What follows belongs to an exercise in optimizing a design on an open flow for small area and a short achievable clock period; a production flow would make more cautious choices. Where RTL was checked, it was by simulation tests only, not by an equivalence proof against the original. Function not checked in runs 1, 3 and 4: the RTL went through the layout flow alone. Power figures rest on the tool's default switching activity, not on a simulated workload.

`design/flow/run.sh`:
```
#!/bin/bash
# synth_recipe.tcl (not shown) runs the flow's synth.tcl, then flattens the netlist and writes it again
# the make line also repeats each setting of config.mk as NAME=value (left out here)
make -C /OpenROAD-flow-scripts/flow DESIGN_CONFIG=/design/flow/config.mk WORK_HOME=/design/flow/orfs CLKGATE_MAP_FILE= SYNTH_SCRIPT=/design/flow/synth_recipe.tcl finish
```
`design/flow/config.mk`:
```
export PLATFORM = sky130hd
export DESIGN_NAME = GameModeEazy
export DESIGN_NICKNAME = GameModeEazy
export VERILOG_FILES = /design/flow/design.v
export SDC_FILE = /design/flow/constraint.sdc
export NUM_CORES = 4
export LEC_CHECK = 0
export CAP_MARGIN = 20
export CORE_MARGIN = 2
export CORE_UTILIZATION = 30
export GPL_ROUTABILITY_DRIVEN = 1
export SLEW_MARGIN = 20
```
`design/flow/constraint.sdc`:
```
create_clock -name core_clock -period 28.0 [get_ports {clk}]
set_input_delay 5.6000 -clock core_clock [delete_from_list [all_inputs] [get_ports {clk}]]
set_output_delay 5.6000 -clock core_clock [all_outputs]
set_load 0.01 [all_outputs]
```
`design/flow/design.v`:
```
module judge(
	input  wire [15:0] nzr,
	output wire [15:0] judge
    );
assign judge = nzr;
endmodule
module dctl(
	input  wire [3:0] n,      
	input  wire [2:0] q,      
	input  wire [2:0] f,      
	input  wire [3:0] b3,     
	input  wire [2:0] f7,     
	output wire [9:0] pp,     
	output wire [5:0] pi,     
	output wire [3:0] occ,    
	output wire       big,    
	output wire       chg     
);
	wire h0 = q[0];
	wire t1 = h0;
	wire h1 = q[1] & ~t1;
	wire t2 = n[1] ? h1 : t1;
	wire h2 = q[2] & ~t2;
	wire t3 = n[2] ? h2 : t2;
	wire s0 = n[0] & ~(h0 & f[0]);
	wire s1 = n[1] & ~t1 & ~(h1 & f[1]);
	wire s2 = n[2] & ~t2 & ~(h2 & f[2]);
	wire s3 = n[3] & ~t3;
	wire p00 = s0, p01 = ~s0 & s1, p02 = ~s0 & ~s1 & s2, p03 = ~s0 & ~s1 & ~s2 & s3;
	wire p11 = s0 & s1, p12 = (s0 ^ s1) & s2, p13 = ((s0 ^ s1) ^ s2) & ~(s0 & s1 & s2) & s3;
	wire p22 = s0 & s1 & s2, p23 = ((s0 & s1 & ~s2) | (s0 & ~s1 & s2) | (~s0 & s1 & s2)) & s3;
	wire p33 = s0 & s1 & s2 & s3;
	assign pp = {p33, p23, p22 & ~h2, p13, p12 & ~h2, p11 & ~h1, p03, p02 & ~h2, p01 & ~h1, p00 & ~h0};
	assign pi = {p22 & h2, p12 & h2, p11 & h1, p02 & h2, p01 & h1, p00 & h0};
	assign occ = {p33, p22 | p23, p11 | p12 | p13, s0 | s1 | s2 | s3};
	assign big = (s0 & (b3[0] | (h0 & f7[0]))) | (s1 & (b3[1] | (h1 & f7[1]))) |
	             (s2 & (b3[2] | (h2 & f7[2]))) | (s3 & b3[3]);
	wire gap = (~n[0] & (n[1] | n[2] | n[3])) | (~n[1] & (n[2] | n[3])) | (~n[2] & n[3]);
	assign chg = gap | h0 | h1 | h2;
endmodule
module spawn(
	input  wire [15:0] em,
	input  wire [3:0]  c,       
	input  wire        changed,
	output wire [15:0] sel
);
	wire f0 = ~(|em[4:0]);
	wire f1 = ~(|em[9:5]);
	wire f2 = ~(|em[14:10]);
	wire f3 = ~em[15];
	wire g0 = changed & (c[0] | (c[1] & f1 & f2 & f3) | (c[2] & f2 & f3) | (c[3] & f3));
	wire g1 = changed & (c[1] | (c[2] & f2 & f3 & f0) | (c[3] & f3 & f0) | (c[0] & f0));
	wire g2 = changed & (c[2] | (c[3] & f3 & f0 & f1) | (c[0] & f0 & f1) | (c[1] & f1));
	wire g3 = changed & (c[3] | (c[0] & f0 & f1 & f2) | (c[1] & f1 & f2) | (c[2] & f2));
	assign sel[0]  = g0 & em[0];
	assign sel[1]  = g0 & ~em[0] & em[1];
	assign sel[2]  = g0 & ~em[0] & ~em[1] & em[2];
	assign sel[3]  = g0 & ~em[0] & ~em[1] & ~em[2] & em[3];
	assign sel[4]  = g0 & ~em[0] & ~em[1] & ~em[2] & ~em[3] & em[4];
	assign sel[5]  = g1 & em[5];
	assign sel[6]  = g1 & ~em[5] & em[6];
	assign sel[7]  = g1 & ~em[5] & ~em[6] & em[7];
	assign sel[8]  = g1 & ~em[5] & ~em[6] & ~em[7] & em[8];
	assign sel[9]  = g1 & ~em[5] & ~em[6] & ~em[7] & ~em[8] & em[9];
	assign sel[10] = g2 & em[10];
	assign sel[11] = g2 & ~em[10] & em[11];
	assign sel[12] = g2 & ~em[10] & ~em[11] & em[12];
	assign sel[13] = g2 & ~em[10] & ~em[11] & ~em[12] & em[13];
	assign sel[14] = g2 & ~em[10] & ~em[11] & ~em[12] & ~em[13] & em[14];
	assign sel[15] = g3 & em[15];
endmodule
module GameModeEazy(
input wire clk,
input wire rst,
input wire load,
input wire [63:0] load_board,
input wire [3:0]btn,
input wire [3:0]mode,
output wire [63:0] num,
output wire [15:0] judge
    );
reg [63:0] num_reg;
reg [15:0] nz;       
reg [1:0] count;
assign num = num_reg;
judge m0(.nzr(nz),.judge(judge));
wire [1:0] cnt_n = count + 2'd1;
wire [3:0] c1h = {cnt_n == 2'd3, cnt_n == 2'd2, cnt_n == 2'd1, cnt_n == 2'd0};
wire m3 = (mode == 4'b0011);
wire [3:0] sd;       
assign sd[0] = m3 & btn[0];
assign sd[1] = m3 & ~btn[0] & btn[1];
assign sd[2] = m3 & ~btn[0] & ~btn[1] & btn[2];
assign sd[3] = m3 & ~btn[0] & ~btn[1] & ~btn[2] & btn[3];
wire sh = ~(m3 & (|btn));
wire [15:0] f15, f7, b3;
wire [63:0] inc;
genvar i, l, p, d, j, k;
generate
for (i = 0; i < 16; i = i + 1) begin : cl
	assign f15[i] = &num_reg[4*i +: 4];
	assign f7[i]  = num_reg[4*i +: 4] == 4'd7;
	assign b3[i]  = num_reg[4*i + 3];
	assign inc[4*i +: 4] = num_reg[4*i +: 4] + 4'd1;
end
endgenerate
wire [63:0] tv [0:3];
wire [15:0] oc [0:3];
wire [3:0]  ch [0:3];
wire [3:0]  bg [0:3];
generate
for (l = 0; l < 8; l = l + 1) begin : pl
	localparam integer B = (l < 4) ? l : 4*(l-4);
	localparam integer S = (l < 4) ? 4 : 1;
	localparam integer DF = (l < 4) ? 0 : 2;
	localparam integer LI = (l < 4) ? l : l - 4;
	wire [3:0] c0 = num_reg[4*(B)     +: 4];
	wire [3:0] c1 = num_reg[4*(B+S)   +: 4];
	wire [3:0] c2 = num_reg[4*(B+2*S) +: 4];
	wire [3:0] c3 = num_reg[4*(B+3*S) +: 4];
	wire [3:0] n = {nz[B+3*S], nz[B+2*S], nz[B+S], nz[B]};
	wire [3:0] fl = {f15[B+3*S], f15[B+2*S], f15[B+S], f15[B]};
	wire [3:0] f7l = {f7[B+3*S], f7[B+2*S], f7[B+S], f7[B]};
	wire [3:0] b3l = {b3[B+3*S], b3[B+2*S], b3[B+S], b3[B]};
	wire [3:0] x0 = c1 | (c2 & {4{~n[1]}}) | (c3 & {4{~n[1] & ~n[2]}});
	wire [3:0] x1 = c2 | (c3 & {4{~n[2]}});
	wire E0 = n[0] & (c0 == x0);
	wire E1 = n[1] & (c1 == x1);
	wire E2 = n[2] & (c2 == c3);
	wire [2:0] qf = {E2, E1, E0};
	wire [2:0] qb = {n[1] & E0, n[2] & (n[1] ? E1 : E0), n[2] ? E2 : (n[1] ? E1 : E0)};
	wire [9:0] fpp, bpp;
	wire [5:0] fpi, bpi;
	wire [3:0] fc, bc;
	wire fch, bch, fbig, bbig;
	dctl fw(.n(n), .q(qf), .f(fl[2:0]), .b3(b3l), .f7(f7l[2:0]),
	        .pp(fpp), .pi(fpi), .occ(fc), .big(fbig), .chg(fch));
	dctl bw(.n({n[0], n[1], n[2], n[3]}), .q(qb), .f({fl[1], fl[2], fl[3]}),
	        .b3({b3l[0], b3l[1], b3l[2], b3l[3]}), .f7({f7l[1], f7l[2], f7l[3]}),
	        .pp(bpp), .pi(bpi), .occ(bc), .big(bbig), .chg(bch));
	wire [9:0] gfp = fpp & {10{sd[DF]}},   gbp = bpp & {10{sd[DF+1]}};
	wire [5:0] gfi = fpi & {6{sd[DF]}},    gbi = bpi & {6{sd[DF+1]}};
	wire [3:0] fe0 = c0, fe1 = c1, fe2 = c2, fe3 = c3;
	wire [3:0] fi0 = inc[4*B +: 4], fi1 = inc[4*(B+S) +: 4], fi2 = inc[4*(B+2*S) +: 4];
	wire [3:0] bi0 = inc[4*(B+3*S) +: 4], bi1 = inc[4*(B+2*S) +: 4], bi2 = inc[4*(B+S) +: 4];
	assign tv[DF][4*B +: 4] =
		(c0 & {4{gfp[0]}}) | (c1 & {4{gfp[1]}}) | (c2 & {4{gfp[2]}}) | (c3 & {4{gfp[3]}}) |
		(fi0 & {4{gfi[0]}}) | (fi1 & {4{gfi[1]}}) | (fi2 & {4{gfi[2]}});
	assign tv[DF][4*(B+S) +: 4] =
		(c1 & {4{gfp[4]}}) | (c2 & {4{gfp[5]}}) | (c3 & {4{gfp[6]}}) |
		(fi1 & {4{gfi[3]}}) | (fi2 & {4{gfi[4]}});
	assign tv[DF][4*(B+2*S) +: 4] =
		(c2 & {4{gfp[7]}}) | (c3 & {4{gfp[8]}}) | (fi2 & {4{gfi[5]}});
	assign tv[DF][4*(B+3*S) +: 4] = c3 & {4{gfp[9]}};
	assign tv[DF+1][4*(B+3*S) +: 4] =
		(c3 & {4{gbp[0]}}) | (c2 & {4{gbp[1]}}) | (c1 & {4{gbp[2]}}) | (c0 & {4{gbp[3]}}) |
		(bi0 & {4{gbi[0]}}) | (bi1 & {4{gbi[1]}}) | (bi2 & {4{gbi[2]}});
	assign tv[DF+1][4*(B+2*S) +: 4] =
		(c2 & {4{gbp[4]}}) | (c1 & {4{gbp[5]}}) | (c0 & {4{gbp[6]}}) |
		(bi1 & {4{gbi[3]}}) | (bi2 & {4{gbi[4]}});
	assign tv[DF+1][4*(B+S) +: 4] =
		(c1 & {4{gbp[7]}}) | (c0 & {4{gbp[8]}}) | (bi2 & {4{gbi[5]}});
	assign tv[DF+1][4*B +: 4] = c0 & {4{gbp[9]}};
	for (p = 0; p < 4; p = p + 1) begin : pos
		assign oc[DF][B+p*S]   = fc[p];
		assign oc[DF+1][B+p*S] = bc[3-p];
	end
	assign ch[DF][LI]   = fch;
	assign ch[DF+1][LI] = bch;
	assign bg[DF][LI]   = fbig;
	assign bg[DF+1][LI] = bbig;
end
endgenerate
wire [15:0] sp1 [0:3];
wire [15:0] sp2 [0:3];
wire [15:0] gn [0:3];
generate
for (d = 0; d < 4; d = d + 1) begin : dir
	wire changed = |ch[d];
	wire [15:0] sel;
	wire big = |bg[d];
	spawn sp(.em(~oc[d]), .c(c1h), .changed(changed), .sel(sel));
	assign sp1[d] = sel & {16{sd[d] & ~big}};
	assign sp2[d] = sel & {16{sd[d] & big}};
	assign gn[d] = (oc[d] | sel) & {16{sd[d]}};
end
endgenerate
wire [63:0] nxt;
wire [15:0] nzn = gn[0] | gn[1] | gn[2] | gn[3] | (nz & {16{sh}});
wire [15:0] nzl;
generate
for (i = 0; i < 16; i = i + 1) begin : nx
	assign nxt[4*i +: 4] = tv[0][4*i +: 4] | tv[1][4*i +: 4] | tv[2][4*i +: 4] | tv[3][4*i +: 4] |
	                       (num_reg[4*i +: 4] & {4{sh}}) |
	                       {2'b00, sp2[0][i] | sp2[1][i] | sp2[2][i] | sp2[3][i],
	                               sp1[0][i] | sp1[1][i] | sp1[2][i] | sp1[3][i]};
	assign nzl[i] = |load_board[4*i +: 4];
end
endgenerate
always @(posedge clk)
	if (rst) begin
		num_reg <= 64'h1000_0000_0000_0010;
		nz <= 16'h8002;
		count <= 2'b00;
	end
	else if (load) begin
		num_reg <= load_board;
		nz <= nzl;
	end
	else begin
		if (m3) count <= cnt_n;
		num_reg <= nxt;
		nz <= nzn;
	end
endmodule
```
==> results of run 1 <==
[layout make-up]
type / count / area, sq um / share of cell area [%]
repair buffers: 341 / 2940 / 11.7
clock inverters: 4 / 51.3 / 0.204
flip-flops and latches: 82 / 1640 / 6.53
inverters: 182 / 686 / 2.73
clock buffers: 12 / 246 / 0.980
diodes: 5 / 12.5 / 0.0497
multi-input cells: 2769 / 18400 / 73.1
well taps: 950 / 1190 / 4.73
[Yosys cell counts (16+ instances only)]
cell type	count	share of area, %
a2111oi_0	37	1.5
a211o_1	17	0.69
a211oi_1	58	2.0
a21o_1	25	0.87
a21oi_1	148	3.4
a221o_1	16	0.74
a221oi_1	60	2.4
a22oi_1	37	1.3
a31oi_1	90	2.6
a32oi_1	22	0.89
and2_1	28	0.81
and3_1	45	1.3
and4_1	20	0.81
buf_1	20	0.35
buf_2	40	0.93
clkbuf_1	168	2.9
dfxtp_1	82	7.6
ha_1	98	5.7
inv_1	172	3.0
mux2i_1	35	1.6
nand2_1	313	5.5
nand2b_1	49	1.4
nand3_1	139	3.2
nand4_1	64	1.9
nor2_1	269	4.7
nor2b_1	58	1.7
nor3_1	140	3.3
nor3b_1	30	1.0
nor4_1	61	1.8
o211ai_1	42	1.5
o21a_1	22	0.77
o21ai_0	163	3.8
o21bai_1	29	1.0
o221ai_1	25	1.0
o22ai_1	49	1.4
o31a_1	25	1.0
o31ai_1	39	1.4
or2_2	19	0.55
or3_1	32	0.93
or4_1	36	1.3
xnor2_1	120	4.9
xor2_1	34	1.4
[tightest hold or removal path, stage by stage, from the launching register on]
cell and delay, ns:
dfxtp_1 0.36, o21ai_0 0.09, a21oi_1 0.06
[metrics by stage]
step	setup slack (ns)	std cells	hold slack, ns	power, mW	cell area [sq um]
3_5_place_dp	18.40	4324	0.537	0.626	24800
2_1_floorplan	20.03	3269	0.487	0.391	21600
6_report	18.61	4345	0.552	0.810	25200
4_1_cts	18.81	4340	0.549	0.772	25100
5_1_grt	18.53	4340	0.574	0.814	25100
3_3_place_gp	18.46	4324	0.531	0.630	24800
[worst max-delay path by stage]
stage	startpoint	end	slack (ns)	cells past startpoint
detailed placement	mode[3]	num_reg[44]$_SDFF_PP0_	18.40	12
finish	btn[0]	num_reg[17]$_SDFF_PP0_	18.61	12
global route	mode[3]	num_reg[44]$_SDFF_PP0_	18.53	12
CTS	mode[3]	num_reg[44]$_SDFF_PP0_	18.81	12
floorplan	mode[3]	num_reg[8]$_SDFF_PP0_	20.03	12
global placement	mode[3]	num_reg[44]$_SDFF_PP0_	18.46	12
[where the power goes]
group          switching, mW  leakage [nW]  internal (mW)  total [mW]
registers             0.0194         0.682          0.125       0.144
clock network         0.0756         0.143         0.0721       0.148
logic                  0.372          7.85          0.146       0.518
[per-layer routing]
layer  vias up  track usage, %  share of wire [%]
li1      12772               -                  -
met1     15656            60.4                 37
met2      3139            68.3                 39
met3       936            16.4                 14
met4         2            41.3                 11
met5         -          0.0642              0.013
[logic make-up (layout without fill, tap and decap cells)]
kind of cell / Yosys count / after routing / synth area share (%)
simple gates: 1357 / 1357 / 32.4
fa+ha+maj: 113 / 113 / 7.08
other cells: 0 / 5 / 0
mux: 39 / 39 / 1.83
flops: 82 / 82 / 7.62
buf+inv: 418 / 539 / 7.71
compound gates: 1106 / 1106 / 37.1
xor+xnor: 154 / 154 / 6.26
==> run summary, run 1 <==
Critical path
The maximum fanout encountered on the critical timing path is 22. The worst register-to-register path has a setup slack of 19.40 ns. The capturing element type of the critical path is a flip-flop. In this run the critical register-to-register path is launched from num_reg[24]$_SDFF_PP0_.

Together, buffers and inverters on the worst path number 2. The gate family responsible for the most delay along the worst path is simple AND/OR/NAND/NOR gates. The arrival time at the worst endpoint is around 9.7 ns. The cell depth of the worst flop-to-flop path is 19. The signal on the critical path passes through clkdlybuf4s50_1 -> nor2_1 -> and4b_2 -> buf_4 -> nand2_1 -> nor3_1 -> nor3_1 -> o2111ai_1 -> a41oi_1 -> nand3_1 -> a21oi_1 -> a311oi_1. For the worst setup path, the data required time is 28.33 ns. The critical path start-end classification is in -> reg. The largest single stage delay on the critical path is about 0.81 ns. The cell occurring most often along the worst timing path is nor3_1.

The worst register-to-register path ends at nz[3]$_SDFF_PP0_. Among all stages on the critical path, the largest delay is contributed by nor3_1. The launching element type of the critical path is a primary input.

Min path
The depth of the worst hold-timing path is 2. The hold path startpoint is count[1]$_SDFFE_PP0P_. The class of the tightest hold or removal check is reg -> reg. The capture endpoint of the worst hold path is count[1]$_SDFFE_PP0P_.

Yosys
The post-synthesis net count is between 3000 and 4000. Among all flip-flop cells after synthesis, the most frequent one is dfxtp_1. The sequential area share after synthesis is under 10%. The number of flops mapped to enable cells by yosys is 0. For this run, the number of Yosys warnings is 1.

The number of different library cells used by synthesis comes to about 110. In the synthesized netlist the async set-or-reset flop fraction comes to 0%. After synthesis, the mean cell area works out to 6.59 sq um. The synthesized cell area is around 0.022 sq mm.

Synthesis produced approximately 3300 cells. Counting flops and latches in the post-synthesis netlist gives ~80.

Timing
The max-slew violation count is 0. Setup repair after global routing left no endpoint under its margin. The number of setup violations in the final report is 0.

The worst setup skew after layout is between 0.01 and 0.015 ns. The final critical delay including setup and external delays is around 9.4 ns. The highest clock rate is 0.107 GHz. The portion of the clock cycle consumed by the worst path in the final layout is approximately a third.

The count of endpoints failing hold in the final timing report came to 0. In this run the tightest slew margin relative to its limit is between 10 and 15%. The setup TNS is 0 ns. The slew of the pin with the lowest slew margin is about 1.3 ns.

Clock tree
In this run, post-CTS hold repair placed 0 buffers. The longest clock path from root to sink contains 2 buffers. For the worst-skew pair, the clock arrives at the later sink with an insertion delay of 0.42 ns.

In this run the post-CTS setup repair buffer count came out at 0. In this run, CTS created clock tree buffers numbering 9. After clock tree synthesis, the clock-pin slew on the worst setup and hold paths is about 0.080 ns. In this run the clock root is driven by a clkbuf_16. The number of gates resized after CTS was 0. The H-tree depth reported by CTS is 3. TritonCTS built the clock tree.

The clock net in this run drives a total of a little over 80 sinks.

GRT
The first global-routing pass estimated between 200 and 300 mm of wire. The via count of the first global-routing pass is just under 30000. The global-route usage over all layers is a little under 50%. The maximum number of pins on one net before global-route repair is 43. The initial antenna violation count is 10. Summed over all layers, the global routing overflow is 0.

Final layout
The post-route core utilization is 35.2%. Fill cells in the final layout number 7916. The fraction of final layout cells sized beyond drive strength 1 is 9.06%. The flip-flop count of the largest register after layout is between 60 and 70. Leaving out fill and tap cells, the most frequent cell in the layout is nand2_1. The layout overhead on the synthesized area is 16.7%. The final layout contains between 3000 and 4000 nets.

The top cell types in the final layout, fill and taps aside, are 313 x nand2_1, 266 x nor2_1, 189 x buf_4, 171 x inv_1, 162 x o21ai_0.

Floorplanning
Measured along the y axis, the die boundary spans 272 um. The area of the die is 0.0740 sq mm. The starting density of the core is 30.2%. The floorplan step set the die width to between 200 and 300 um. The area of the core is around 0.071 sq mm. The I/O pin count is ~160.

In this run the core area contains 98 standard-cell rows.

Route
The via count normalized by instance count is between 7 and 8. For this block, the via count after detailed routing is roughly 33000. The post-detailed-route DRC marker count is 0. The final antenna-violating net count is 0. In the final routed layout, each cell accounts on average for 43.5 um.

After detailed routing, the total wire length is roughly 190 mm. For this run, the detailed router's first-pass iteration total came to 7. The first routing iteration left 6089 violations.

Place
At the end of routability-driven placement, the weighted congestion stood at 1.12. The detailed placer's ending HPWL is between 100 and 150 mm. The number of buffers added on ports is between 150 and 200.

Power and ir drop
The worst-case vdd ir drop is 0.0270 mV. For this design the ratio of total power to cell area is roughly 32 mW/mm^2. The standby leakage power is between 8 and 9 nW.

Run
The max-capacitance violation count is 0.

Outcome
The flow ran to the end and the layout has no timing, DRC or antenna violations.
==> run 2: changes to the inputs <==
--- a/design/flow/design.v
+++ b/design/flow/design.v
@@ -88,10 +88,12 @@
 wire [3:0] c1h = {cnt_n == 2'd3, cnt_n == 2'd2, cnt_n == 2'd1, cnt_n == 2'd0};
 wire m3 = (mode == 4'b0011);
-wire [3:0] sd;       
-assign sd[0] = m3 & btn[0];
-assign sd[1] = m3 & ~btn[0] & btn[1];
-assign sd[2] = m3 & ~btn[0] & ~btn[1] & btn[2];
-assign sd[3] = m3 & ~btn[0] & ~btn[1] & ~btn[2] & btn[3];
-wire sh = ~(m3 & (|btn));
+wire go = ~rst & ~load & m3;
+wire [3:0] sd;
+assign sd[0] = go & btn[0];
+assign sd[1] = go & ~btn[0] & btn[1];
+assign sd[2] = go & ~btn[0] & ~btn[1] & btn[2];
+assign sd[3] = go & ~btn[0] & ~btn[1] & ~btn[2] & btn[3];
+wire sh = ~rst & ~load & ~(m3 & (|btn));
+wire sl = ~rst & load;
 wire [15:0] f15, f7, b3;
 wire [63:0] inc;
@@ -172,44 +174,32 @@
 end
 endgenerate
-wire [15:0] sp1 [0:3];
-wire [15:0] sp2 [0:3];
-wire [15:0] gn [0:3];
+wire [15:0] sp_sel [0:3];
+wire [3:0] bgd;
 generate
 for (d = 0; d < 4; d = d + 1) begin : dir
-	wire changed = |ch[d];
-	wire [15:0] sel;
-	wire big = |bg[d];
-	spawn sp(.em(~oc[d]), .c(c1h), .changed(changed), .sel(sel));
-	assign sp1[d] = sel & {16{sd[d] & ~big}};
-	assign sp2[d] = sel & {16{sd[d] & big}};
-	assign gn[d] = (oc[d] | sel) & {16{sd[d]}};
-end
-endgenerate
+	spawn sp(.em(~oc[d]), .c(c1h), .changed(|ch[d]), .sel(sp_sel[d]));
+	assign bgd[d] = |bg[d];
+end
+endgenerate
+wire [15:0] sel = (sp_sel[0] & {16{sd[0]}}) | (sp_sel[1] & {16{sd[1]}}) | (sp_sel[2] & {16{sd[2]}}) | (sp_sel[3] & {16{sd[3]}});
+wire big = |(bgd & sd);
 wire [63:0] nxt;
-wire [15:0] nzn = gn[0] | gn[1] | gn[2] | gn[3] | (nz & {16{sh}});
 wire [15:0] nzl;
+wire [15:0] nzn = (oc[0] & {16{sd[0]}}) | (oc[1] & {16{sd[1]}}) | (oc[2] & {16{sd[2]}}) | (oc[3] & {16{sd[3]}}) |
+                  sel | (nz & {16{sh}}) | (nzl & {16{sl}}) | ({16{rst}} & 16'h8002);
 generate
 for (i = 0; i < 16; i = i + 1) begin : nx
 	assign nxt[4*i +: 4] = tv[0][4*i +: 4] | tv[1][4*i +: 4] | tv[2][4*i +: 4] | tv[3][4*i +: 4] |
-	                       (num_reg[4*i +: 4] & {4{sh}}) |
-	                       {2'b00, sp2[0][i] | sp2[1][i] | sp2[2][i] | sp2[3][i],
-	                               sp1[0][i] | sp1[1][i] | sp1[2][i] | sp1[3][i]};
+	                       (num_reg[4*i +: 4] & {4{sh}}) | (load_board[4*i +: 4] & {4{sl}}) |
+	                       {2'b00, sel[i] & big, sel[i] & ~big} |
+	                       {3'b000, rst & (i == 1 || i == 15)};
 	assign nzl[i] = |load_board[4*i +: 4];
 end
 endgenerate
-always @(posedge clk)
-	if (rst) begin
-		num_reg <= 64'h1000_0000_0000_0010;
-		nz <= 16'h8002;
-		count <= 2'b00;
-	end
-	else if (load) begin
-		num_reg <= load_board;
-		nz <= nzl;
-	end
-	else begin
-		if (m3) count <= cnt_n;
-		num_reg <= nxt;
-		nz <= nzn;
-	end
-endmodule
+always @(posedge clk) begin
+	num_reg <= nxt;
+	nz <= nzn;
+	if (rst) count <= 2'b00;
+	else if (~load & m3) count <= cnt_n;
+end
+endmodule
==> design/flow/flow/run.sh (new file) <==
#!/bin/bash
# The standard layout (standard.sh, unchanged synthesis), with two
# settings changed:
#  - the timing repair steps aim for a setup slack margin well above zero,
#    so the layout is optimised for speed rather than only for the loose
#    clock period;
#  - the port buffers that every input and output gets are buf_2 cells
#    rather than the resizer's default pick (a slow delay buffer).
# The full tool output goes to standard.log in this folder.
set -uo pipefail
bash standard.sh SETUP_SLACK_MARGIN=20 "BUFFER_PORTS_ARGS=-buffer_cell sky130_fd_sc_hd__buf_2" finish > standard.log 2>&1
==> design/flow/standard.sh (new file) <==
#!/bin/bash
# synth_recipe.tcl (not shown) runs the flow's synth.tcl, then flattens the netlist and writes it again
# the make line also repeats each setting of config.mk as NAME=value (left out here)
make -C /OpenROAD-flow-scripts/flow DESIGN_CONFIG=/design/flow/config.mk WORK_HOME=/design/flow/orfs CLKGATE_MAP_FILE= SYNTH_SCRIPT=/design/flow/synth_recipe.tcl "${@:-finish}"
removed: design/flow/run.sh
==> run 2 against run 1 <==
Effect of this change: count of clock-buffer cells in the layout is 3 lower; via count is 15% lower; global-route usage fell by 5.2 points; sequential power hardly changed; maximum frequency up 16%; sequential share of layout area rose by 0.87 points; critical path depth is 4 lower; first-iteration DRC count decreased by 22%; setup slack improved by 1.3 ns; critical endpoint is now nz[9]$_DFF_P_; largest power group unchanged.
==> run summary, run 2 <==
Final layout
The flip-flop count of the largest register after layout was 64 (unchanged). The layout net count is 3227 (-9.7%). In the layout the commonest cells are 305 x nand2_1, 255 x nor2_1, 165 x o21ai_0, 153 x buf_2. The commonest non-fill, non-tap cell in the layout is nand2_1. The fraction of final layout cells sized beyond drive strength 1 came to 13.7% (+4.7 points). The filler-free cell count of the finished design is 3910 (-10%). The layout overhead on the synthesized area is 13.6%.

The post-route core utilization is 34.4% (-0.83 points).

Power and ir drop
The standby leakage power is 8.02 nW (-7.6%). The power per cell area is 36.7 mW/mm^2 (+14%). The worst-case vdd ir drop is 0.0338 mV (+25%).

Timing
The max-slew violation count is 0 (unchanged). The count of endpoints failing hold in the final timing report was 0 (unchanged). The relative slew slack is 19.9% (+5.9 points). The setup TNS is 0 ns (unchanged). The slew of the pin with the lowest slew margin is 1.19 ns (-0.0935 ns). The number of setup violations in the final report was 0 (unchanged). The worst setup skew after layout is 0.0204 ns (+0.00719 ns). The portion of the clock cycle consumed by the worst path in the final layout is 28.9% (-4.6 points). The highest clock rate is 0.124 GHz (+16%). The final critical delay including setup and external delays is 8.09 ns (-1.29 ns). Setup repair after global routing could not meet its margin everywhere.

Clock tree
The clock slew seen by the registers of the worst setup and hold paths is 0.08 ns (about the same). The CTS root buffer is clkbuf_16. The clock latency of the later-clocked register in the worst-skew pair is 0.42 ns (about the same).

The clock buffer count from CTS is 9 (unchanged). The number of clock sinks is 82 (unchanged). The maximum count of clock buffers along a single path is 2 (unchanged). The H-tree depth reported by CTS is 3 (unchanged).

TritonCTS built the clock tree.

Yosys
Sorting the synthesized cells by area gives the leading types as dfxtp_1 8.4%, ha_1 6.4%, nand2_1 5.9%, xnor2_1 5.6%, nor2_1 4.9%. The share of the synthesized area in compound gates (AO/OA/AOI/OAI) is 35.4% (-1.7 points). The number of distinct standard cells referenced by the synthesized netlist is 96 (-10%). The register bit total from synthesis is 82 (unchanged). After synthesis, the largest family of logic cells by area is compound AO/OA/AOI/OAI gates. Ranked by instance count, the synthesized netlist is headed by 309 x nand2_1, 257 x nor2_1, 167 x o21ai_0, 162 x clkbuf_1, 143 x a21oi_1.

The async set-reset flop share out of synthesis is 0% (unchanged). The share of synthesized area spent on multiplexers was 2.15% (+0.31 points). The post-synthesis area per instance was 6.61 sq um (+0.29%). The post-synthesis net count came to 3144 (-9.1%). The share of Yosys cell area claimed by the top area cell type came to 8.41% (+0.79 points).

The leading area contributor after synthesis is dfxtp_1. The dominant cell by count in the synthesized netlist is nand2_1. The fraction of the mapped netlist area in adder cells came to 8.05% (+0.97 points).

The simple-gate share of the synthesized area came to 31.5% (-0.91 points). The post-synthesis cell count is 2953 (-9.7%). The number of flops mapped to enable cells by yosys is 0 (unchanged). The commonest register cell after synthesis is dfxtp_1. The sequential area share after synthesis was 8.41% (+0.79 points).

The number of warnings reported in the yosys synthesis log is 1 (unchanged). The synthesized cell area is 0.0195 sq mm (-9.4%). The area share of xor/xnor cells in the synthesized design is 7.22% (+0.96 points).

Critical path
The cell occurring most often along the worst timing path is nand3_1. The arrival time at the worst endpoint is 8.33 ns (-1.38 ns). The required time of the worst setup path is 28.24 ns (-0.09 ns).

The stage delay of the slowest cell on the critical path is 1.01 ns (+0.20 ns). Traced cell by cell, the critical path runs through buf_2 -> nor3_4 -> nand3_1 -> buf_4 -> nor2_1 -> a22o_1 -> a211oi_1 -> nand3_1. Among all stages on the critical path, the largest delay is contributed by a211oi_1. The buffering stage count on the worst path with inverters included was 2 (unchanged). The launching element of the worst setup path is load.

The launch instance of the worst register-to-register path is nz[10]$_DFF_P_. The critical path start-end classification is in -> reg. The maximum fanout encountered on the critical timing path was 29 (+32%). Among cell families on the critical path, the largest total delay comes from compound AO/OA/AOI/OAI gates. STA classifies the critical path startpoint as a primary input. The worst setup path is captured at a flip-flop.

Route
The final antenna-violating net count was 0 (unchanged). The via count normalized by instance count is 7.11 (-5.0%). The routed wire length on met2 was 61.1 mm (-16%). The total vias in the final route came to 27785 (-15%). The detailed-routing wirelength on met1 came to 56.7 mm (-19%).

The wire length after detailed routing was 152 mm (-20%). Routed signal wires occupy layers up through met5. The met3 wirelength from detailed routing was 19.5 mm (-24%). The number of violations reported at the end of detailed-routing iteration 0 came to 4744 (-22%).

The post-detailed-route wirelength per cell came to 38.9 um (-11%). The length of the first detailed-routing pass in iterations came to 10 (+3). The post-detailed-route DRC marker count is 0 (unchanged).

Outcome
The run finished with no timing, DRC or antenna violations.

GRT
The via count of the first global-routing pass is 25400 (-14%). The global-route usage over all layers is 43.8% (-5.2 points). The global route total overflow is 0 (unchanged). The global-route wire length before repair came to 206 mm (-18%).

The initial antenna violation count came to 14 (+4). The maximum number of pins on one net before global-route repair came to 46 (+7.0%).

Place
The detailed placer's ending HPWL is 119 mm (-19%). The cell count after placement is 3875 (-10%). The number of buffers added on ports is 154 (unchanged). The final RePlAce weighted congestion was 1.11 (-0.77%).

Floorplanning
The floorplan row count is 93 (-5.1%). The die span in x is 259 um (-4.7%). The starting density of the core came to 30.3% (+0.088 points). The I/O pin count is 155 (unchanged). The area of the die is 0.0672 sq mm (-9.3%). The vertical extent of the die came to 259 um (-4.7%). The area of the core is 0.0645 sq mm (-9.7%).

Min path
The worst hold path begins at count[1]$_SDFFE_PP0P_. The worst hold path belongs to the class reg -> reg.

Run
The max-capacitance violation count is 0 (unchanged).
==> run 2: cell types whose count changed in the layout (fill, tap and decap cells not counted), sizes merged, moves of 20 or more <==
cell / before / now
nand4: 64 / 40
inv: 177 / 140
a211oi: 61 / 31
clkdlybuf4s50: 152 / 0
a2111oi: 41 / 21
o21bai: 29 / 9
nand2b: 49 / 19
nor3: 142 / 105
a31oi: 90 / 41
buf: 189 / 288
==> run 2: final cells by class <==
cell class,count,area [sq um]
Fill cell,7222,42300
Multi-Input combinational cell,2506,16700
Timing Repair Buffer,290,1880
Sequential cell,82,1640
Tap cell,855,1070
Inverter,147,554
Clock buffer,9,225
Clock inverter,7,77.6
Antenna cell,14,35.0
==> run 2: timing repair <==
| action | CTS | global route |
|---|---|---|
| gates resized for setup | 28 | 34 |
| setup endpoints to repair | 74 | 59 |
| cloned | 1 | 0 |
| hold buffers | 0 | 0 |
| pin swaps | 3 | 3 |
| hold endpoints to repair | 0 | 0 |
| setup buffers | 1 | 3 |
==> run 2: worst register-to-register path, stage by stage, from the launching register on <==
cell      delay [ns]
dfxtp_1         0.80
nor3b_1         0.14
o31ai_1         0.34
nand4_1         0.36
nor4_2          0.74
o21ai_0         0.49
and2_1          0.35
nor2_1          0.34
nor2_1          0.26
ha_1            0.40
o211ai_1        0.18
buf_4           0.23
nor3_1          0.15
a41o_1          0.32
a31o_2          0.25
a31o_2          0.25
a32o_1          0.23
nor4_1          0.75
o211ai_1        0.22
==> run 2: worst paths after layout <==
kind,end,slack [ns],depth (start not counted)
setup / recovery,nz[9]$_DFF_P_,19.91,8
hold / removal,count[1]$_SDFFE_PP0P_,0.53,2
setup reg to reg,num_reg[60]$_DFF_P_,21.06,18
hold reg to reg,count[1]$_SDFFE_PP0P_,0.53,2
==> run 2: where the power goes <==
part | internal (mW) | switching (mW) | total, mW
sequential | 0.127 | 0.0151 | 0.142
clock | 0.0700 | 0.0747 | 0.145
combinational | 0.144 | 0.384 | 0.527
==> run 2: cells by family (layout without fill, tap and decap cells) <==
kind of cell,Yosys count,in the layout
and+or+nand+nor,1230,1230
AOI/OAI and AO/OA,958,958
buffers and inverters,365,453
xor gates and xnor gates,161,161
adders and majority gates,116,116
DFF,82,82
muxes,41,41
other,0,14
==> run 2: per-layer routing <==
| metal | track usage (%) | vias to the layer above |
|---|---|---|
| met1 | 54.0 | 13317 |
| met4 | 34.0 | 4 |
| met3 | 13.2 | 609 |
| met2 | 63.4 | 2453 |
| met5 | 0 | - |
| li1 | - | 11402 |
==> run 2: metrics by stage <==
| step | hold WS [ns] | setup WS (ns) | area [sq um] | total power, mW |
|---|---|---|---|---|
| finish | 0.530 | 19.91 | 22200 | 0.814 |
| CTS | 0.531 | 20.00 | 22000 | 0.779 |
| global placement | 0.528 | 19.04 | 21500 | 0.639 |
| global route | 0.602 | 19.94 | 22200 | 0.826 |
| detailed placement | 0.517 | 19.01 | 21500 | 0.634 |
| floorplan | 0.487 | 20.13 | 19500 | 0.416 |
==> run 3: changes to the inputs <==
--- a/design/flow/design.v
+++ b/design/flow/design.v
@@ -1,7 +1,23 @@
+`timescale 1ns / 1ps
 module judge(
-	input  wire [15:0] nzr,
-	output wire [15:0] judge
+	input [63:0]num,
+	output [15:0] judge
     );
-assign judge = nzr;
+assign judge[0] = (num[3:0]==4'b0000)?1'b0:1'b1;	
+assign judge[1] = (num[7:4]==4'b0000)?1'b0:1'b1;
+assign judge[2] = (num[11:8]==4'b0000)?1'b0:1'b1;
+assign judge[3] = (num[15:12]==4'b0000)?1'b0:1'b1;
+assign judge[4] = (num[19:16]==4'b0000)?1'b0:1'b1;
+assign judge[5] = (num[23:20]==4'b0000)?1'b0:1'b1;
+assign judge[6] = (num[27:24]==4'b0000)?1'b0:1'b1;
+assign judge[7] = (num[31:28]==4'b0000)?1'b0:1'b1;
+assign judge[8] = (num[35:32]==4'b0000)?1'b0:1'b1;
+assign judge[9] = (num[39:36]==4'b0000)?1'b0:1'b1;
+assign judge[10] = (num[43:40]==4'b0000)?1'b0:1'b1;
+assign judge[11] = (num[47:44]==4'b0000)?1'b0:1'b1;
+assign judge[12] = (num[51:48]==4'b0000)?1'b0:1'b1;
+assign judge[13] = (num[55:52]==4'b0000)?1'b0:1'b1;
+assign judge[14] = (num[59:56]==4'b0000)?1'b0:1'b1;
+assign judge[15] = (num[63:60]==4'b0000)?1'b0:1'b1;
 endmodule
 module dctl(
@@ -28,5 +44,6 @@
 	wire s3 = n[3] & ~t3;
 	wire p00 = s0, p01 = ~s0 & s1, p02 = ~s0 & ~s1 & s2, p03 = ~s0 & ~s1 & ~s2 & s3;
-	wire p11 = s0 & s1, p12 = (s0 ^ s1) & s2, p13 = ((s0 ^ s1) ^ s2) & ~(s0 & s1 & s2) & s3;
+	wire p11 = s0 & s1, p12 = ((s0 & ~s1) | (~s0 & s1)) & s2;
+	wire p13 = ((s0 & ~s1 & ~s2) | (~s0 & s1 & ~s2) | (~s0 & ~s1 & s2)) & s3;
 	wire p22 = s0 & s1 & s2, p23 = ((s0 & s1 & ~s2) | (s0 & ~s1 & s2) | (~s0 & s1 & s2)) & s3;
 	wire p33 = s0 & s1 & s2 & s3;
@@ -81,8 +98,9 @@
     );
 reg [63:0] num_reg;
-reg [15:0] nz;       
+wire [15:0] nz;      
 reg [1:0] count;
 assign num = num_reg;
-judge m0(.nzr(nz),.judge(judge));
+judge m0(.num(num),.judge(judge));
+assign nz = judge;
 wire [1:0] cnt_n = count + 2'd1;
 wire [3:0] c1h = {cnt_n == 2'd3, cnt_n == 2'd2, cnt_n == 2'd1, cnt_n == 2'd0};
@@ -168,8 +186,9 @@
 		assign oc[DF+1][B+p*S] = bc[3-p];
 	end
-	assign ch[DF][LI]   = fch;
-	assign ch[DF+1][LI] = bch;
+	wire mg = E0 | E1 | E2;
+	assign ch[DF][LI]   = mg | (~n[0] & (n[1] | n[2] | n[3])) | (~n[1] & (n[2] | n[3])) | (~n[2] & n[3]);
+	assign ch[DF+1][LI] = mg | (~n[3] & (n[2] | n[1] | n[0])) | (~n[2] & (n[1] | n[0])) | (~n[1] & n[0]);
 	assign bg[DF][LI]   = fbig;
-	assign bg[DF+1][LI] = bbig;
+	assign bg[DF+1][LI] = fbig;
 end
 endgenerate
@@ -186,6 +205,4 @@
 wire [63:0] nxt;
 wire [15:0] nzl;
-wire [15:0] nzn = (oc[0] & {16{sd[0]}}) | (oc[1] & {16{sd[1]}}) | (oc[2] & {16{sd[2]}}) | (oc[3] & {16{sd[3]}}) |
-                  sel | (nz & {16{sh}}) | (nzl & {16{sl}}) | ({16{rst}} & 16'h8002);
 generate
 for (i = 0; i < 16; i = i + 1) begin : nx
@@ -199,5 +216,4 @@
 always @(posedge clk) begin
 	num_reg <= nxt;
-	nz <= nzn;
 	if (rst) count <= 2'b00;
 	else if (~load & m3) count <= cnt_n;
==> run 3 against run 2 <==
Effect of this change: still clean; via count fell by 4.5%; count of clock-buffer cells in the layout rose by 2; synthesized cell count decreased by 2.9%; maximum frequency shrank 0.47%; sequential share of layout area is 1.2 points lower; area after synthesis decreased by 4.7%.
==> run summary, run 3 <==
Power and ir drop
The standby leakage power came to 7.81 nW (-2.5%). The overall power after layout is 1.10 mW (+36%). The power per cell area was 51.9 mW/mm^2 (+42%). The worst-case vdd ir drop is 0.0337 mV (-0.27%).

GRT
The global-route wire length before repair is 187 mm (-9.2%). The fraction of met3 tracks used by global routing is 11.7% (-1.5 points). The met2 track utilization from global routing is 58.9% (-4.5 points). The initial antenna violation count is 8 (-6). The global route total overflow is 0 (unchanged).

The global-route usage over all layers is 41.2% (-2.6 points). The via count of the first global-routing pass is 24029 (-5.4%). The met1 capacity usage during global routing was 52.4% (-1.6 points). The maximum number of pins on one net before global-route repair is 53 (+15%). met2 is the most crowded layer.

Timing
The setup TNS is 0 ns (unchanged). The max-slew violation count was 0 (unchanged). The portion of the clock cycle consumed by the worst path in the final layout is 29.0% (+0.14 points).

Setup repair after global routing could not meet its margin everywhere. The slew of the pin with the lowest slew margin is 1.15 ns (-0.0453 ns). The worst path setup slack after routing is 19.87 ns (-0.0385 ns).

The count of endpoints failing hold in the final timing report is 0 (unchanged). The number of setup violations in the final report was 0 (unchanged). The relative slew slack was 23.0% (+3.1 points). The highest clock rate is 0.123 GHz (-0.47%). The worst setup skew after layout was 0.0193 ns (-0.00116 ns). The final critical delay including setup and external delays came to 8.13 ns (+0.0385 ns).

Final layout
The filler-free cell count of the finished design is 3772 (-3.5%). The fill cell total of the finished layout came to 6843 (-5.2%). The commonest non-fill, non-tap cell in the layout is nand2_1.

The flip-flop count of the largest register after layout was 64 (unchanged). The post-route core utilization is 34.6% (+0.15 points). The fraction of final layout cells sized beyond drive strength 1 is 16.5% (+2.7 points). Relative to the synthesized area, the layout overhead comes to 14.2%. The layout net count is 3140 (-2.7%).

In the layout the commonest cells are 310 x nand2_1, 301 x nor2_1, 164 x a21oi_1, 161 x o21ai_0, 154 x buf_2.

Route
The wire length after detailed routing is 137 mm (-10%). The post-detailed-route DRC marker count is 0 (unchanged). The final antenna-violating net count is 0 (unchanged). The post-detailed-route wirelength per cell was 36.3 um (-6.7%). The total vias in the final route is 26542 (-4.5%). The number of violations reported at the end of detailed-routing iteration 0 was 4519 (-4.7%). The via count normalized by instance count is 7.04 (-0.98%). The length of the first detailed-routing pass in iterations is 9 (-1).

Critical path
The launching element type of the critical path is a flip-flop. The cell depth of the worst flop-to-flop path is 22 (+4). The logic depth of the worst path, buffers included is 6 (-2). STA classifies the critical path endpoint as an output pin. The maximum fanout encountered on the critical timing path is 22 (-24%). Walking the worst path, the cells encountered are inv_4 -> ha_2 -> nor3b_2 -> buf_4 -> inv_2 -> buf_2. The critical path start-end classification is reg -> out.

The cell with the largest stage delay on the worst path is dfxtp_2. The arrival time at the worst endpoint came to 2.53 ns (-5.80 ns). The stage delay of the slowest cell on the critical path is 0.44 ns (-0.57 ns).

The buffering stage count on the worst path with inverters included is 4 (+2). The required time of the worst setup path was 22.40 ns (-5.84 ns). The gate family responsible for the most delay along the worst path is buffers and inverters.

Yosys
The post-synthesis net count is 3031 (-3.6%). The synthesized cell area is 0.0186 sq mm (-4.7%). The share of Yosys cell area claimed by the top area cell type is 7.10% (-1.3 points). The sequential area share after synthesis is 7.10% (-1.3 points). The post-synthesis cell count came to 2868 (-2.9%). The register bit total from synthesis is 66 (-20%). By area the synthesized netlist is led by dfxtp_1 7.1%, nand2_1 6.3%, nor2_1 6.2%, ha_1 5.9%, xnor2_1 5.6%. The most common cell in the synthesized netlist is nand2_1. The number of warnings reported in the yosys synthesis log came to 1 (unchanged). The number of flops mapped to enable cells by yosys was 0 (unchanged). The commonest register cell after synthesis is dfxtp_1. The number of distinct standard cells referenced by the synthesized netlist is 125 (+30%).

The post-synthesis area per instance is 6.49 sq um (-1.9%). The async set-reset flop share out of synthesis is 0% (unchanged). The leading area contributor after synthesis is dfxtp_1. Counting instances in the post-synthesis netlist gives the leading cell types as 311 x nand2_1, 305 x nor2_1, 164 x a21oi_1, 161 x o21ai_0, 145 x nand3_1.

Floorplanning
The area of the core is 0.0615 sq mm (-4.6%). The vertical extent of the die is 253 um (-2.4%). The floorplan row count was 91 (-2.2%). The starting density of the core is 30.3% (about the same). The area of the die is 0.0640 sq mm (-4.6%). The die span in x is 253 um (-2.4%). The I/O pin count is 155 (unchanged).

Min path
The depth of the worst hold-timing path was 2 (unchanged). The path class of the tightest hold or removal check is reg -> reg.

Clock tree
The count of hold-fix buffers inserted at cts came to 0 (unchanged). The clock latency of the later-clocked register in the worst-skew pair came to 0.42 ns (about the same). The H-tree depth reported by CTS is 3 (unchanged). The clock slew seen by the registers of the worst setup and hold paths came to 0.06 ns (-0.02 ns). The clock buffer count from CTS is 9 (unchanged). The maximum count of clock buffers along a single path is 2 (unchanged). The TritonCTS clock tree is done.

The number of clock sinks is 66 (-20%). The CTS root buffer is clkbuf_16.

Place
The detailed placer's ending HPWL is 106 mm (-11%). The post-placement setup slack is 18.92 ns (-0.0954 ns). The final RePlAce weighted congestion was 1.09 (-2.2%).

The cell count after placement is 3730 (-3.7%). The number of buffers added on ports is 154 (unchanged).

Run
The max-capacitance violation count is 0 (unchanged).

Outcome
The flow ran to the end and the layout has no timing, DRC or antenna violations.
run 3: cell types whose count changed in the layout (fill, tap and decap cells not counted), moves of 18 or more:
cell      delta
nor2_1      +46
inv_1       -25
or4_1       -18
nor3b_1     -25
a211oi_1    +22
a21oi_1     +25
nor2b_1     -38
o21ai_1     +20
dfxtp_1     -19
nor4_1      -34
run 3: path summary, 6_finish.rpt:
| path | slack (ns) | from | endpoint |
|---|---|---|---|
| setup / recovery | 19.87 | num_reg[41]$_DFF_P_ | judge[10] |
| hold / removal | 0.54 | count[1]$_SDFFE_PP0P_ | count[1]$_SDFFE_PP0P_ |
| setup reg to reg | 20.97 | num_reg[21]$_DFF_P_ | num_reg[0]$_DFF_P_ |
| hold reg to reg | 0.54 | count[1]$_SDFFE_PP0P_ | count[1]$_SDFFE_PP0P_ |
run 3: power by group:
| part | internal [mW] | switching (mW) | total, mW |
|---|---|---|---|
| clock | 0.0613 | 0.0621 | 0.123 |
| combinational | 0.241 | 0.630 | 0.871 |
| sequential | 0.103 | 0.00608 | 0.109 |
| total | 0.405 | 0.699 | 1.10 |
run 3: area by class of cell:
cell class	instances	area, sq um	share of cell area, %
Multi-Input combinational cell	2469	16200	76.1
Tap cell	790	988	4.65
Sequential cell	66	1330	6.25
Inverter	129	515	2.43
Clock inverter	3	17.5	0.0824
Antenna cell	2	5.00	0.0235
Timing Repair Buffer	302	1990	9.36
Clock buffer	11	243	1.14
run 3: worst reg2reg max path, stage by stage (launching register included):
cell,delay [ns]
dfxtp_1,0.31
inv_1,0.29
ha_1,0.56
nor3b_2,0.30
buf_4,0.40
o22ai_1,0.16
xnor2_1,0.20
nand4_1,0.48
o21ai_0,0.98
a21oi_1,0.24
nor2_1,0.13
nor2_1,0.09
ha_1,0.20
or2_2,0.36
nand4_1,0.13
nor3_1,0.06
a31oi_1,0.45
o31ai_1,0.16
a311oi_1,0.35
nor2_1,0.24
a22o_1,0.29
a211oi_1,0.36
o21ai_0,0.13
run 3: repair_timing:
item	4_1_cts	5_1_grt
hold endpoints to repair	0	0
gates cloned	1	0
setup buffers	9	15
pin swaps	2	6
gates resized for setup	42	33
endpoints found under the setup margin	64	43
run 3: logic make-up (layout without fill, tap and decap cells):
| logic type | Yosys count | count (layout) | synth area share [%] |
|---|---|---|---|
| AOI/OAI and AO/OA | 921 | 921 | 34.9 |
| muxes | 40 | 40 | 2.29 |
| and+or+nand+nor | 1254 | 1254 | 34.6 |
| other | 0 | 2 | 0 |
| buffers and inverters | 333 | 445 | 7.30 |
| xor gates and xnor gates | 166 | 166 | 7.81 |
| adders and majority gates | 88 | 88 | 5.92 |
| DFF | 66 | 66 | 7.10 |
run 3: routing by layer:
layer | vias to the layer above | wire length, um | part of all wire [%]
li1 | 11009 | - | -
met1 | 12602 | 51600 | 38
met2 | 2315 | 54000 | 39
met3 | 610 | 18500 | 14
met4 | 6 | 12800 | 9.3
met5 | - | 49 | 0.036
run 3: stage by stage:
stage	cell area [sq um]	hold slack, ns
floorplan	18600	0.481
global placement	20500	0.512
detailed placement	20500	0.521
CTS	21000	0.529
global route	21200	0.558
finish	21300	0.535
==> run 4: changes to the inputs <==
--- a/design/flow/flow/run.sh
+++ b/design/flow/flow/run.sh
@@ -9,3 +9,3 @@
 # The full tool output goes to standard.log in this folder.
 set -uo pipefail
-bash standard.sh SETUP_SLACK_MARGIN=20 "BUFFER_PORTS_ARGS=-buffer_cell sky130_fd_sc_hd__buf_2" finish > standard.log 2>&1
+bash standard.sh SETUP_SLACK_MARGIN=20 CORE_UTILIZATION=42 "BUFFER_PORTS_ARGS=-buffer_cell sky130_fd_sc_hd__buf_2" finish > standard.log 2>&1
==> run 4 against run 3 <==
Effect of this change: register-to-register slack worse by 0.05 ns; worst hold slack better by 0.044 ns; largest power group unchanged; setup slack worse by 0.054 ns; sequential cell count stayed put; global-route usage is 12 points higher; combinational power is 1% lower; maximum frequency is 0.66% lower; power is 0.24% higher; synthesized cell count stayed put; cell area is 1.5% lower.
==> run summary, run 4 <==
Outcome
The run finished with no timing, DRC or antenna violations.

Timing
The setup TNS came to 0 ns (unchanged). Setup repair after global routing could not meet its margin everywhere. The max-slew violation count was 0 (unchanged).

The final critical delay including setup and external delays was 8.18 ns (+0.0538 ns). The slew of the pin with the lowest slew margin is 1.39 ns (+0.241 ns). The count of endpoints failing hold in the final timing report is 0 (unchanged).

The relative slew slack was 7.45% (-16 points). The worst path setup slack after routing was 19.82 ns (-0.0538 ns). The number of setup violations in the final report is 0 (unchanged). The worst setup skew after layout was 0.0223 ns (+0.00304 ns). The portion of the clock cycle consumed by the worst path in the final layout came to 29.2% (+0.19 points). The worst hold slack across all endpoints is 0.579 ns (+0.0438 ns). The highest clock rate was 0.122 GHz (-0.66%).

Final layout
The fraction of final layout cells sized beyond drive strength 1 is 16.0% (-0.49 points). The layout overhead on the synthesized area is 12.6%. The library cells used most frequently in the layout, excluding fill and tap cells, are 309 x nand2_1, 304 x nor2_1, 164 x a21oi_1, 159 x o21ai_0, 154 x buf_2. The filler-free cell count of the finished design is 3557 (-5.7%). The flip-flop count of the largest register after layout is 64 (unchanged).

The layout net count was 3117 (-0.73%). The post-route cell area was 0.0209 sq mm (-1.5%). The fill cell total of the finished layout was 4641 (-32%). The library cell used most frequently in the layout, excluding fill and tap cells, is nand2_1. The post-route core utilization is 47.7% (+13 points).

Yosys
In the synthesized netlist, the cells that appear most often are 311 x nand2_1, 305 x nor2_1, 164 x a21oi_1, 161 x o21ai_0, 145 x nand3_1. The post-synthesis area per instance is 6.49 sq um (unchanged). The number of flops mapped to enable cells by yosys is 0 (unchanged). The number of warnings reported in the yosys synthesis log is 1 (unchanged). The register bit total from synthesis is 66 (unchanged). The post-synthesis net count is 3031 (unchanged).

Sorting the synthesized cells by area gives the leading types as dfxtp_1 7.1%, nand2_1 6.3%, nor2_1 6.2%, ha_1 5.9%, xnor2_1 5.6%. The async set-reset flop share out of synthesis is 0% (unchanged). The commonest register cell after synthesis is dfxtp_1. The share of Yosys cell area claimed by the top area cell type came to 7.10% (unchanged).

The sequential area share after synthesis is 7.10% (unchanged). The post-synthesis cell count is 2868 (unchanged). The synthesized design spends more area on one cell type than any other, namely dfxtp_1. The synthesized cell area is 0.0186 sq mm (unchanged).

nand2_1 is the most common cell in the netlist. The number of distinct standard cells referenced by the synthesized netlist is 125 (unchanged).

Place
The final RePlAce weighted congestion was 1.16 (+6.5%). The instance area at placement is 0.0201 sq mm (-1.8%). The post-placement setup slack is 18.79 ns (-0.126 ns). The number of buffers added on ports was 154 (unchanged). The cell count after placement is 3511 (-5.9%). The detailed placer's ending HPWL came to 98.8 mm (-6.6%).

Route
The final antenna-violating net count came to 0 (unchanged). The via count normalized by instance count came to 7.68 (+9.1%). The detailed-routing wirelength on met1 is 45.5 mm (-12%). The routed wire length on met2 is 48.6 mm (-10%). The highest metal layer with signal wires is met5.

The met3 wirelength from detailed routing is 22.1 mm (+19%). The post-detailed-route wirelength per cell was 36.5 um (+0.61%). The post-detailed-route DRC marker count is 0 (unchanged).

The wire length after detailed routing is 130 mm (-5.1%). The length of the first detailed-routing pass in iterations is 10 (+1). The total vias in the final route was 27308 (+2.9%). The number of violations reported at the end of detailed-routing iteration 0 was 5490 (+21%).

Power and ir drop
The internal power of the cells was 409 uW (+1.1%). The overall power after layout came to 1.11 mW (+0.24%). The clock group share of total power was 12.3% (+1.1 points).

The switching share of power is 63.0% (-0.30 points). The part of the power in combinational logic came to 77.8% (-1.2 points). The reported net switching power is 697 uW (-0.24%). The standby leakage power is 7.72 nW (-1.2%). The worst-case vdd ir drop is 0.0446 mV (+32%). The part of the total power dissipated in sequential elements is 9.9% (about the same). The power per cell area is 52.8 mW/mm^2 (+1.7%).

Clock tree
The maximum count of clock buffers along a single path came to 2 (unchanged). The clock buffer count from CTS was 9 (unchanged). The clock slew seen by the registers of the worst setup and hold paths was 0.07 ns (about the same). The TritonCTS clock tree is done.

The clock latency of the later-clocked register in the worst-skew pair is 0.42 ns (about the same). The CTS root buffer is clkbuf_16. The H-tree depth reported by CTS was 3 (unchanged).

The number of clock sinks came to 66 (unchanged). The count of hold-fix buffers inserted at cts is 0 (unchanged).

Critical path
The arrival time at the worst endpoint is 8.46 ns (+5.93 ns). The logic depth of the worst path, buffers included is 10 (+4). The critical path is of the in -> reg type. In this run the critical register-to-register path is launched from num_reg[41]$_DFF_P_.

The minimum setup slack among reg-to-reg paths is 20.92 ns (-0.05 ns). The destination of the critical timing path is num_reg[62]$_DFF_P_. The maximum fanout encountered on the critical timing path came to 12 (-45%).

The cell depth of the worst flop-to-flop path was 23 (+4.5%). The gate family responsible for the most delay along the worst path is compound AO/OA/AOI/OAI gates. Walking the worst path, the cells encountered are buf_2 -> nor3_2 -> and3_4 -> buf_12 -> nand3_4 -> nor2_4 -> a222oi_1 -> o211ai_1 -> a2111oi_2 -> o2111ai_1. The launching element of the worst setup path is btn[0].

The required time of the worst setup path came to 28.28 ns (+5.88 ns). The capturing element type of the critical path is a flip-flop. The stage delay of the slowest cell on the critical path is 1.17 ns (+0.73 ns). The launching element type of the critical path is a primary input.

The slowest stage of the critical path belongs to the cell a222oi_1. The end of the worst register-to-register path is num_reg[0]$_DFF_P_. The buffering stage count on the worst path with inverters included is 2 (-2).

GRT
The maximum number of pins on one net before global-route repair was 63 (+19%). The via count of the first global-routing pass is 24491 (+1.9%). The global-route usage over all layers is 53.5% (+12 points). The global route total overflow came to 0 (unchanged).

The initial antenna violation count is 7 (-1). The global-route wire length before repair is 179 mm (-4.3%).

Floorplanning
The floorplan row count is 77 (-15%). The die span in x is 214 um (-15%). The I/O pin count is 155 (unchanged). The area of the core is 0.0439 sq mm (-29%). The area of the die is 0.0460 sq mm (-28%). The vertical extent of the die is 214 um (-15%).

The starting density of the core is 42.4% (+12 points).

Run
The max-capacitance violation count was 0 (unchanged).

Min path
The class of the tightest hold or removal check is reg -> reg.
-- run 4: cell counts after synthesis --
No cell type changed its count.
-- run 4: timing repair --
item                                    CTS  global route
buffers inserted                          7            15
cloned                                    1             1
gates resized for setup                  44            35
pin swaps                                 8             9
endpoints found under the setup margin   69            51
-- run 4: worst min-delay path by stage --
stage / endpoint / cells past startpoint / from / slack (ns)
finish: count[1]$_SDFFE_PP0P_ / 2 / count[1]$_SDFFE_PP0P_ / 0.58
global route: count[1]$_SDFFE_PP0P_ / 2 / count[1]$_SDFFE_PP0P_ / 0.60
CTS: count[1]$_SDFFE_PP0P_ / 2 / count[1]$_SDFFE_PP0P_ / 0.56
detailed placement: count[1]$_SDFFE_PP0P_ / 2 / count[1]$_SDFFE_PP0P_ / 0.55
global placement: count[1]$_SDFFE_PP0P_ / 2 / count[1]$_SDFFE_PP0P_ / 0.53
floorplan: count[1]$_SDFFE_PP0P_ / 2 / count[1]$_SDFFE_PP0P_ / 0.48
-- run 4: kinds of logic (layout without fill, tap and decap cells) --
kind of cell / after synthesis / count (layout) / share of synthesized area, %
AND/OR/NAND/NOR: 1254 / 1254 / 34.6
buffers and inverters: 333 / 424 / 7.30
AO/OA/AOI/OAI: 921 / 921 / 34.9
XOR/XNOR: 166 / 166 / 7.81
multiplexers: 40 / 40 / 2.29
adder cells (fa/ha/maj): 88 / 88 / 5.92
other: 0 / 6 / 0
flip-flops: 66 / 66 / 7.10
-- run 4: layer usage --
layer	vias to the layer above	GRT usage, %
li1	10955	-
met4	6	41.8
met2	2835	73.1
met1	12656	64.8
met3	856	23.7
met5	-	0
-- run 4: cell type report --
| cell class | count | area (sq um) | area share [%] |
|---|---|---|---|
| Antenna cell | 6 | 15.0 | 0.0717 |
| Clock buffer | 10 | 239 | 1.14 |
| Clock inverter | 6 | 65.1 | 0.311 |
| Inverter | 129 | 512 | 2.44 |
| Multi-Input combinational cell | 2469 | 16200 | 77.5 |
| Sequential cell | 66 | 1330 | 6.35 |
| Tap cell | 592 | 741 | 3.54 |
| Timing Repair Buffer | 279 | 1800 | 8.61 |
-- run 4: worst register-to-register path, cell delays in order, from the launching register on --
cell      delay (ns)
dfxtp_4         0.50
clkinv_2        0.25
ha_4            0.31
nor3b_2         0.18
buf_4           0.25
a211oi_1        0.32
xnor2_1         0.21
nor4_4          0.09
buf_4           0.26
a21oi_1         0.45
nor2_1          0.07
nor2_1          0.42
nor2_1          0.08
nor2_1          0.74
inv_1           0.16
ha_1            0.29
or2_2           0.33
a211oi_1        0.40
a211oi_1        0.13
a311oi_1        0.34
nor2_1          0.22
a22o_1          0.28
a211oi_1        0.48
o21ai_0         0.16
-- run 4: power by group through the flow --
| stage | Combinational (mW) | Clock, mW | Sequential (mW) |
|---|---|---|---|
| floorplan | 0.482 | 0 | 0.118 |
| global placement | 0.776 | 0 | 0.111 |
| detailed placement | 0.782 | 0 | 0.111 |
| CTS | 0.791 | 0.134 | 0.109 |
| global route | 0.873 | 0.138 | 0.110 |
| finish | 0.861 | 0.137 | 0.109 |
==> run 5: changes to the inputs <==
--- a/design/flow/design.v
+++ b/design/flow/design.v
@@ -159,6 +159,6 @@
 	        .b3({b3l[0], b3l[1], b3l[2], b3l[3]}), .f7({f7l[1], f7l[2], f7l[3]}),
 	        .pp(bpp), .pi(bpi), .occ(bc), .big(bbig), .chg(bch));
-	wire [9:0] gfp = fpp & {10{sd[DF]}},   gbp = bpp & {10{sd[DF+1]}};
-	wire [5:0] gfi = fpi & {6{sd[DF]}},    gbi = bpi & {6{sd[DF+1]}};
+	wire [9:0] gfp = fpp,   gbp = bpp;
+	wire [5:0] gfi = fpi,   gbi = bpi;
 	wire [3:0] fe0 = c0, fe1 = c1, fe2 = c2, fe3 = c3;
 	wire [3:0] fi0 = inc[4*B +: 4], fi1 = inc[4*(B+S) +: 4], fi2 = inc[4*(B+2*S) +: 4];
@@ -207,5 +207,6 @@
 generate
 for (i = 0; i < 16; i = i + 1) begin : nx
-	assign nxt[4*i +: 4] = tv[0][4*i +: 4] | tv[1][4*i +: 4] | tv[2][4*i +: 4] | tv[3][4*i +: 4] |
+	assign nxt[4*i +: 4] = (tv[0][4*i +: 4] & {4{sd[0]}}) | (tv[1][4*i +: 4] & {4{sd[1]}}) |
+	                       (tv[2][4*i +: 4] & {4{sd[2]}}) | (tv[3][4*i +: 4] & {4{sd[3]}}) |
 	                       (num_reg[4*i +: 4] & {4{sh}}) | (load_board[4*i +: 4] & {4{sl}}) |
 	                       {2'b00, sel[i] & big, sel[i] & ~big} |
==> run 5 against run 4 <==
Effect of this change: highest routed layer unchanged; critical path type is now reg -> out; combinational power down 15%; synthesized cell count down 1.2%; worst hold slack worse by 0.051 ns; first-iteration DRC count down 13%; power down 13%; still clean; non-clock buffer count down 12; maximum frequency up 2.2%.
==> run summary, run 5 <==
Floorplanning
The area of the core is 0.0439 sq mm (unchanged). The starting density of the core was 42.3% (about the same). The vertical extent of the die came to 214 um (about the same). The area of the die is 0.0460 sq mm (about the same).

Timing
The worst setup skew after layout came to 0.0142 ns (-0.00812 ns). The number of setup violations in the final report was 0 (unchanged). The final critical delay including setup and external delays is 8.01 ns (-0.176 ns). The worst path setup slack after routing is 19.99 ns (+0.176 ns). The worst hold slack across all endpoints is 0.528 ns (-0.0508 ns).

The setup TNS is 0 ns (unchanged). The highest clock rate is 0.125 GHz (+2.2%). The max-slew violation count is 0 (unchanged).

The relative slew slack came to 19.9% (+12 points). The portion of the clock cycle consumed by the worst path in the final layout is 28.6% (-0.63 points).

GRT
The initial antenna violation count is 6 (-1). The maximum number of pins on one net before global-route repair is 40 (-37%). The via count of the first global-routing pass was 23798 (-2.8%). The global-route usage over all layers is 49.8% (-3.7 points). The global-route wire length before repair is 168 mm (-6.2%).

Critical path
STA classifies the critical path endpoint as an output pin. The launching element of the worst setup path is num_reg[24]$_DFF_P_. The worst setup path is launched from a flip-flop. The cell depth of the worst flop-to-flop path was 18 (-22%).

The launch instance of the worst register-to-register path is num_reg[32]$_DFF_P_. The minimum setup slack among reg-to-reg paths is 21.13 ns (+0.21 ns). The arrival time at the worst endpoint came to 2.41 ns (-6.05 ns).

Route
The length of the first detailed-routing pass in iterations came to 13 (+3). The post-detailed-route DRC marker count is 0 (unchanged). The total vias in the final route is 25943 (-5.0%).

The number of violations reported at the end of detailed-routing iteration 0 is 4787 (-13%). The wire length after detailed routing is 120 mm (-7.8%). The via count normalized by instance count is 7.46 (-2.8%).

Clock tree
The H-tree depth reported by CTS came to 3 (unchanged). The CTS root buffer is clkbuf_16. The number of clock sinks is 66 (unchanged). The clock slew seen by the registers of the worst setup and hold paths came to 0.06 ns (about the same).

The maximum count of clock buffers along a single path is 2 (unchanged). The count of hold-fix buffers inserted at cts is 0 (unchanged).

Min path
The capture endpoint of the worst hold path is count[1]$_SDFFE_PP0P_. The worst hold path begins at count[1]$_SDFFE_PP0P_.

Final layout
The commonest non-fill, non-tap cell in the layout is nand2_1. The post-route core utilization was 46.6% (-1.1 points). The filler-free cell count of the finished design is 3476 (-2.3%). The post-route cell area was 0.0205 sq mm (-2.3%).

The library cells used most frequently in the layout, excluding fill and tap cells, are 293 x nand2_1, 250 x nor2_1, 203 x o21ai_0, 162 x a21oi_1, 154 x buf_2. The fraction of final layout cells sized beyond drive strength 1 is 15.0% (-0.97 points). Compared with the post-synthesis result, the final layout area differs by 10.1%.

Yosys
The number of flops mapped to enable cells by yosys is 0 (unchanged). The synthesized cell area is 0.0186 sq mm (about the same). The number of warnings reported in the yosys synthesis log is 1 (unchanged). The sequential area share after synthesis is 7.10% (about the same). Sorting the synthesized cells by area gives the leading types as dfxtp_1 7.1%, ha_1 6.2%, nand2_1 5.9%, xnor2_1 5.9%, o21ai_0 5.5%.

The register bit total from synthesis is 66 (unchanged). The number of distinct standard cells referenced by the synthesized netlist is 107 (-14%). The post-synthesis area per instance is 6.57 sq um (+1.2%). The share of Yosys cell area claimed by the top area cell type came to 7.10% (about the same). The async set-reset flop share out of synthesis is 0% (unchanged). dfxtp_1 takes more of the synthesized area than any other cell. The post-synthesis cell count is 2833 (-1.2%). In the synthesized netlist the dominant register cell turns out to be dfxtp_1. The dominant cell by count in the synthesized netlist is nand2_1.

Outcome
The flow ran to the end and the layout has no timing, DRC or antenna violations.

Run
The max-capacitance violation count came to 0 (unchanged).

Power and ir drop
The standby leakage power is 7.77 nW (+0.64%). The worst-case vdd ir drop is 0.0279 mV (-38%). The overall power after layout is 966 uW (-13%). The power per cell area came to 47.2 mW/mm^2 (-11%).

Place
The post-placement setup slack came to 19.02 ns (+0.226 ns). The cell count after placement was 3453 (-1.7%). The instance area at placement is 0.0200 sq mm (-0.26%).

The number of buffers added on ports was 154 (unchanged).
## run 5: cell families (layout without fill, tap and decap cells)
kind of cell               count (synthesis)  after routing  synth area share [%]
other                                      0              1                     0
AOI/OAI and AO/OA                        982            982                  37.6
xor gates and xnor gates                 187            187                  8.81
muxes                                     43             43                  2.39
and+or+nand+nor                         1101           1101                  30.2
adders and majority gates                 92             92                  6.19
buffers and inverters                    362            412                  7.72
DFF                                       66             66                  7.10
## run 5: routing by layer
metal  global-route usage, %  part of all wire (%)
met1                    62.1                    37
met5                       0                 0.038
met2                    69.9                    39
met3                    18.1                    15
met4                    36.7                   8.9
## run 5: worst max-delay path: stages (launching register included)
cell      delay (ns)
dfxtp_2         0.43
clkinv_1        0.20
ha_2            0.38
nor3b_2         0.22
buf_4           0.32
clkinv_2        0.25
buf_2           0.20
## run 5: area by class of cell
type                            count  area (sq um)
Antenna cell                        1          2.50
Clock inverter                      2          10.0
Tap cell                          592           741
Multi-Input combinational cell   2405         16000
Clock buffer                       14           274
Timing Repair Buffer              267          1630
Inverter                          129           502
Sequential cell                    66          1330
Fill cell                        4697         23500
## run 5: worst max-delay path by stage
stage | to | slack [ns] | cells past startpoint
after detailed placement | num_reg[48]$_DFF_P_ | 19.02 | 11
after global routing | judge[6] | 20.00 | 6
after CTS | judge[9] | 20.00 | 6
after global placement | num_reg[48]$_DFF_P_ | 19.16 | 11
final | judge[6] | 19.99 | 6
after floorplan | num_reg[48]$_DFF_P_ | 20.15 | 10
## run 5: power breakdown
part           internal [mW]  switching [mW]  total [mW]
Clock                 0.0671          0.0565       0.124
Combinational          0.213           0.521       0.735
Sequential             0.100         0.00738       0.108
Total                  0.381           0.585       0.966
## run 5: timing repair
| action | in CTS | in global routing |
|---|---|---|
| gates cloned | 0 | 0 |
| gates resized for setup | 22 | 13 |
| buffers inserted | 3 | 3 |
| pin swaps | 2 | 0 |
| setup endpoints to repair | 20 | 18 |

Check on run 5: ideal ports give 19.991 ns setup slack; a clkbuf_16 on the clock port and buf_2 on the inputs give 19.935 ns; moving port delays by the midpoint clock arrival (0.446 ns) as well gives 19.687 ns.
